What follows belongs to an exercise in optimizing a design on an open flow for a short achievable clock period and few clock cycles; a production flow would make more cautious choices. Power and IR drop assume default switching activity.

==> inputs of v29 <==
==> flow/design.v (excerpt) <==
module manta_style (
    input clk,
    input rst,
    output [15:0] imem_addr,
    input  [15:0] imem_rdata,
    output [15:0] dmem_addr,
    output        dmem_we,
    output [15:0] dmem_wdata,
    input  [15:0] dmem_rdata
);
make LEC_CHECK=0 ABC_CLOCK_PERIOD_IN_PS=3000 CAP_MARGIN=40 CORE_MARGIN=2 CORE_UTILIZATION=40 PLACE_DENSITY=0.6 SETUP_SLACK_MARGIN=5 SLEW_MARGIN=40 finish   # period 8.5 ns
run.sh (not shown) runs the stock make flow with config.mk's settings and CLKGATE_MAP_FILE= SYNTH_SCRIPT=/design/flow/synth_recipe.tcl, a recipe that flattens the netlist after the stock synthesis.
==> inputs of v25, as changes to v29 <==
--- a/flow/design.v
+++ b/flow/design.v
@@ -1,11 +1,12 @@
 module multiplier3 (
     input             clk,
     input      [15:0] A,
     input      [15:0] B,
-    output     [15:0] product
+    output     [15:0] product,      
+    output            ovf           
 );
     wire pp_0_0 = A[0] & B[0];
     wire pp_1_0 = A[1] & B[0];
     wire pp_2_0 = A[2] & B[0];
     wire pp_3_0 = A[3] & B[0];
     wire pp_4_0 = A[4] & B[0];
@@ -139,16 +140,27 @@
     wire pp_2_13 = A[2] & B[13];
     wire pp_0_14 = A[0] & B[14];
     wire pp_1_14 = A[1] & B[14];
     wire pp_0_15 = A[0] & B[15];
     wire [15:0] aor;
     assign aor[15] = A[15];
-    genvar g;
-    generate for (g = 0; g < 15; g = g + 1) begin : aor_g
-        assign aor[g] = aor[g + 1] | A[g];
-    end endgenerate
+    assign aor[0] = |A[15:0];
+    assign aor[1] = |A[15:1];
+    assign aor[2] = |A[15:2];
+    assign aor[3] = |A[15:3];
+    assign aor[4] = |A[15:4];
+    assign aor[5] = |A[15:5];
+    assign aor[6] = |A[15:6];
+    assign aor[7] = |A[15:7];
+    assign aor[8] = |A[15:8];
+    assign aor[9] = |A[15:9];
+    assign aor[10] = |A[15:10];
+    assign aor[11] = |A[15:11];
+    assign aor[12] = |A[15:12];
+    assign aor[13] = |A[15:13];
+    assign aor[14] = |A[15:14];
     wire hi_any = (B[1] & aor[15]) | (B[2] & aor[14]) | (B[3] & aor[13]) | (B[4] & aor[12]) | (B[5] & aor[11]) | (B[6] & aor[10]) | (B[7] & aor[9]) | (B[8] & aor[8]) | (B[9] & aor[7]) | (B[10] & aor[6]) | (B[11] & aor[5]) | (B[12] & aor[4]) | (B[13] & aor[3]) | (B[14] & aor[2]) | (B[15] & aor[1]);
     wire s1 = pp_13_0 ^ pp_12_1;
     wire c2 = pp_13_0 & pp_12_1;
     wire s3 = pp_14_0 ^ pp_13_1 ^ pp_12_2;
     wire c4 = (pp_14_0 & pp_13_1) | (pp_14_0 & pp_12_2) | (pp_13_1 & pp_12_2);
     wire s5 = pp_11_3 ^ pp_10_4;
@@ -300,14 +312,24 @@
     wire s151 = c94 ^ c96 ^ c98;
     wire c152 = (c94 & c96) | (c94 & c98) | (c96 & c98);
     wire s153 = s105 ^ s107 ^ s109;
     wire c154 = (s105 & s107) | (s105 & s109) | (s107 & s109);
     wire s155 = c100 ^ c102 ^ c104;
     wire c156 = (c100 & c102) | (c100 & c104) | (c102 & c104);
-    wire ovf1 = hi_any | c8 | c10 | c12 | c50 | c52 | c54 | c56 | c106 | c108 | c110;
+    wire ovf1 = hi_any;
     reg ovf1_q;
+    reg c8_q;
+    reg c10_q;
+    reg c12_q;
+    reg c50_q;
+    reg c52_q;
+    reg c54_q;
+    reg c56_q;
+    reg c106_q;
+    reg c108_q;
+    reg c110_q;
     reg c154_q;
     reg c156_q;
     reg q0_0;
     reg q0_1;
     reg q1_1;
     reg q0_2;
@@ -422,12 +444,22 @@
         q2_14 <= c146;
         q3_14 <= c148;
         q0_15 <= s153;
         q1_15 <= s155;
         q2_15 <= c150;
         q3_15 <= c152;
+        c8_q <= c8;
+        c10_q <= c10;
+        c12_q <= c12;
+        c50_q <= c50;
+        c52_q <= c52;
+        c54_q <= c54;
+        c56_q <= c56;
+        c106_q <= c106;
+        c108_q <= c108;
+        c110_q <= c110;
         c154_q <= c154;
         c156_q <= c156;
     end
     wire s157 = q0_3 ^ q1_3;
     wire c158 = q0_3 & q1_3;
     wire s159 = q0_4 ^ q1_4 ^ q2_4;
@@ -482,14 +514,14 @@
     wire c208 = (s179 & q3_14) | (s179 & c178) | (q3_14 & c178);
     wire s209 = s181 ^ q3_15 ^ c180;
     wire c210 = (s181 & q3_15) | (s181 & c180) | (q3_15 & c180);
     wire [15:0] ra = {s209, s207, s205, s203, s201, s199, s197, s195, s193, s191, s189, s187, s185, s183, q0_1, q0_0};
     wire [15:0] rb = {c208, c206, c204, c202, c200, c198, c196, c194, c192, c190, c188, c186, c184, q2_2, q1_1, 1'b0};
     wire [16:0] sum = {1'b0, ra} + {1'b0, rb};
-    wire ovf = ovf1_q | sum[16] | c182 | c210 | c154_q | c156_q;
-    assign product = ovf ? 16'hffff : sum[15:0];
+    assign ovf = ovf1_q | sum[16] | c182 | c210 | c8_q | c10_q | c12_q | c50_q | c52_q | c54_q | c56_q | c106_q | c108_q | c110_q | c154_q | c156_q;
+    assign product = sum[15:0];
 endmodule
 module alu (
     input      [15:0] A,
     input      [15:0] B,
     input      [3:0]  shamt,
     input      [15:0] pc1,
@@ -593,54 +625,61 @@
     reg        m_wr;
     reg [3:0]  m_rd;
     reg        m_load, m_mul;
     reg        m_we;
     reg [15:0] m_res;
     reg [15:0] m_s;
+    reg        m_jmiss;          
+    reg [15:0] m_jt;
     reg        w_wr;
     reg [3:0]  w_rd;
     reg [15:0] w_res;
+    reg        w_ovf;            
+    wire [15:0] w_val = w_res | {16{w_ovf}};
     wire [15:0] rf1, rf2;
     register_file rf (
         .clk(clk), .rst(rst),
         .rd_1(d_r1), .rd_2(d_r2),
-        .wr(w_rd), .wr_data(w_res), .wr_en(w_wr),
+        .wr(w_rd), .wr_data(w_val), .wr_en(w_wr),
         .rd_1_data(rf1), .rd_2_data(rf2)
     );
-    wire [15:0] d_v1 = (w_wr && w_rd == d_r1) ? w_res : rf1;
-    wire [15:0] d_v2 = (w_wr && w_rd == d_r2) ? w_res : rf2;
+    wire [15:0] d_v1 = (w_wr && w_rd == d_r1) ? w_val : rf1;
+    wire [15:0] d_v2 = (w_wr && w_rd == d_r2) ? w_val : rf2;
     wire d_he1 = e_wr && (e_rd == d_r1) && (d_r1 != 4'd0);
     wire d_he2 = e_wr && (e_rd == d_r2) && (d_r2 != 4'd0);
     wire d_hm1 = m_wr && (m_rd == d_r1) && (d_r1 != 4'd0);
     wire d_hm2 = m_wr && (m_rd == d_r2) && (d_r2 != 4'd0);
     wire d_stall = d_valid && e_late && (d_he1 || d_he2);
-    wire [15:0] x_a = e_fam ? m_res : (e_faw ? w_res : e_a);
-    wire [15:0] x_b = e_fbm ? m_res : (e_fbw ? w_res : e_b);
-    wire [15:0] x_s = e_fsm ? m_res : (e_fsw ? w_res : e_s);
+    wire [15:0] x_a = e_fam ? m_res : (e_faw ? w_val : e_a);
+    wire [15:0] x_b = e_fbm ? m_res : (e_fbw ? w_val : e_b);
+    wire [15:0] x_s = e_fsm ? m_res : (e_fsw ? w_val : e_s);
     wire [15:0] x_sum, x_out;
     alu alu (
         .A(x_a), .B(x_b), .shamt(e_b[3:0]), .pc1(e_pc1),
         .op_add(e_add), .op_sub(e_sub), .op_and(e_and), .op_or(e_or),
         .op_xor(e_xor), .op_shl(e_shl), .op_shr(e_shr), .op_link(e_link),
         .sum(x_sum), .out(x_out)
     );
     wire [15:0] mul_out;
-    wire [15:0] x_ma = e_mfam ? m_res : (e_mfaw ? w_res : e_a);
-    wire [15:0] x_mb = e_mfbm ? m_res : (e_mfbw ? w_res : e_b);
-    multiplier3 mul (.clk(clk), .A(x_ma), .B(x_mb), .product(mul_out));
-    wire x_redir = e_valid && ((e_bne && e_bt && (x_a == x_s)) ||
-                               (e_jalr && !(e_jp && (x_a == e_pbase))));
-    wire [15:0] x_tgt = e_bne ? e_pc1 : x_sum;
+    wire [15:0] x_ma = e_mfam ? m_res : (e_mfaw ? w_val : e_a);
+    wire [15:0] x_mb = e_mfbm ? m_res : (e_mfbw ? w_val : e_b);
+    wire        mul_ovf;
+    multiplier3 mul (.clk(clk), .A(x_ma), .B(x_mb), .product(mul_out), .ovf(mul_ovf));
+    wire x_bmiss = e_valid && e_bne && e_bt && (x_a == x_s);
+    wire x_jmiss = e_valid && e_jalr && !(e_jp && (x_a == e_pbase));
+    wire x_redir = x_bmiss || x_jmiss || m_jmiss;
     assign dmem_addr  = m_res;
     assign dmem_we    = m_we;
     assign dmem_wdata = m_s;
     always @(posedge clk) begin
         if (rst) begin
             fa <= 16'd0;
-        end else if (x_redir) begin
-            fa <= x_tgt;
+        end else if (m_jmiss) begin
+            fa <= m_jt;
+        end else if (x_bmiss) begin
+            fa <= e_pc1;
         end else if (!d_stall) begin
             fa <= f_jmp ? f_tgt : f_seq;
         end
         if (rst) begin
             lr_v <= 1'b0;
         end else if (f_op == 4'he && imem_rdata[3:0] != 4'd0) begin
@@ -700,21 +739,25 @@
         end
         m_rd    <= e_rd;
         m_load  <= e_load;
         m_mul   <= e_mul;
         m_res   <= x_out;
         m_s     <= x_s;
+        m_jt    <= x_sum;
         if (rst) begin
             m_wr <= 1'b0;
             m_we <= 1'b0;
+            m_jmiss <= 1'b0;
         end else begin
+            m_jmiss <= x_jmiss;
             m_wr <= e_wr;
             m_we <= e_valid && e_store;
         end
         w_rd  <= m_rd;
         w_res <= m_load ? dmem_rdata : (m_mul ? mul_out : m_res);
+        w_ovf <= m_mul && mul_ovf;
         if (rst) begin
             w_wr <= 1'b0;
         end else begin
             w_wr <= m_wr;
         end
     end
==> flow/flow/run.sh (new file) <==
#!/bin/bash
set -euo pipefail
bash standard.sh SETUP_SLACK_MARGIN=5.7 finish > standard.log 2>&1
==> flow/standard.sh (new file) <==
#!/bin/bash
# synth_recipe.tcl (not shown) runs the flow's synth.tcl, then flattens the netlist and writes it again
# the make line also repeats each setting of config.mk as NAME=value (left out here)
make -C /OpenROAD-flow-scripts/flow DESIGN_CONFIG=/design/flow/config.mk WORK_HOME=/design/flow/orfs CLKGATE_MAP_FILE= SYNTH_SCRIPT=/design/flow/synth_recipe.tcl "${@:-finish}"
- ABC_CLOCK_PERIOD_IN_PS: 3000 -> unset
removed: flow/run.sh
==> notes <==
- In worst hold slack, v25 and v29 hardly differ.
- In v29 the clock skew is lower than in v25, by 0.0094 ns.
- Final area: v25 is larger than v29 (24%).
- Between v29 and v25, the lower combinational power is in v29 (gap 40%, measured against v25).
==> figures <==
metric	v25	v29
Outcome	no timing/DRC/antenna violations	no timing/DRC/antenna violations
Count of inverters not on the clock network in the layout	214	123
Total routed wirelength	152000 um	117000 um
Cell variety after synth	96	88
Startpoint type of the worst setup path	input port	flip-flop
Worst VDD drop	0.212 mV	0.154 mV
Power Internal	0.00687 W	0.00575 W
Y dimension of the die	302 um	295 um
Global-route met1 utilization	0.418	0.364
Final critical-path required period	3.63 ns	3.61 ns
No functional check of the RTL was part of any run of this note.

==> static timing again, ports no longer ideal <==
How much do the figures lean on ideal ports? The routed layouts below were timed once more, with nothing changed but the port constraints. Step 1: set_driving_cell puts a clkbuf_16 on clk and a buf_2 on each other input, an assumption about the parent block. Step 2 also shifts input and output timing later by t, the mid clock arrival at the registers, as if the neighbouring blocks saw the same clock. Slacks: no drivers / after step 1 / after step 2; pairs: no drivers / after step 1.
| run | shift t [ns] | slack for setup (ns) | worst setup path at the end | worst data-port slew with drivers (ns) | pins driven straight from the clock port |
|---|---|---|---|---|---|
| v29 | 0.683 | 4.892 / 4.892 / 4.407 | input to register | 0.04 | 1 |
| v25 | 0.692 | 4.867 / 4.867 / 4.214 | input to register | 0.05 | 1 |
After both steps setup and hold are still met in every run listed. The setup slack of v25, which loses most, moves by 0.000 ns with the drivers and by -0.653 ns with both steps.
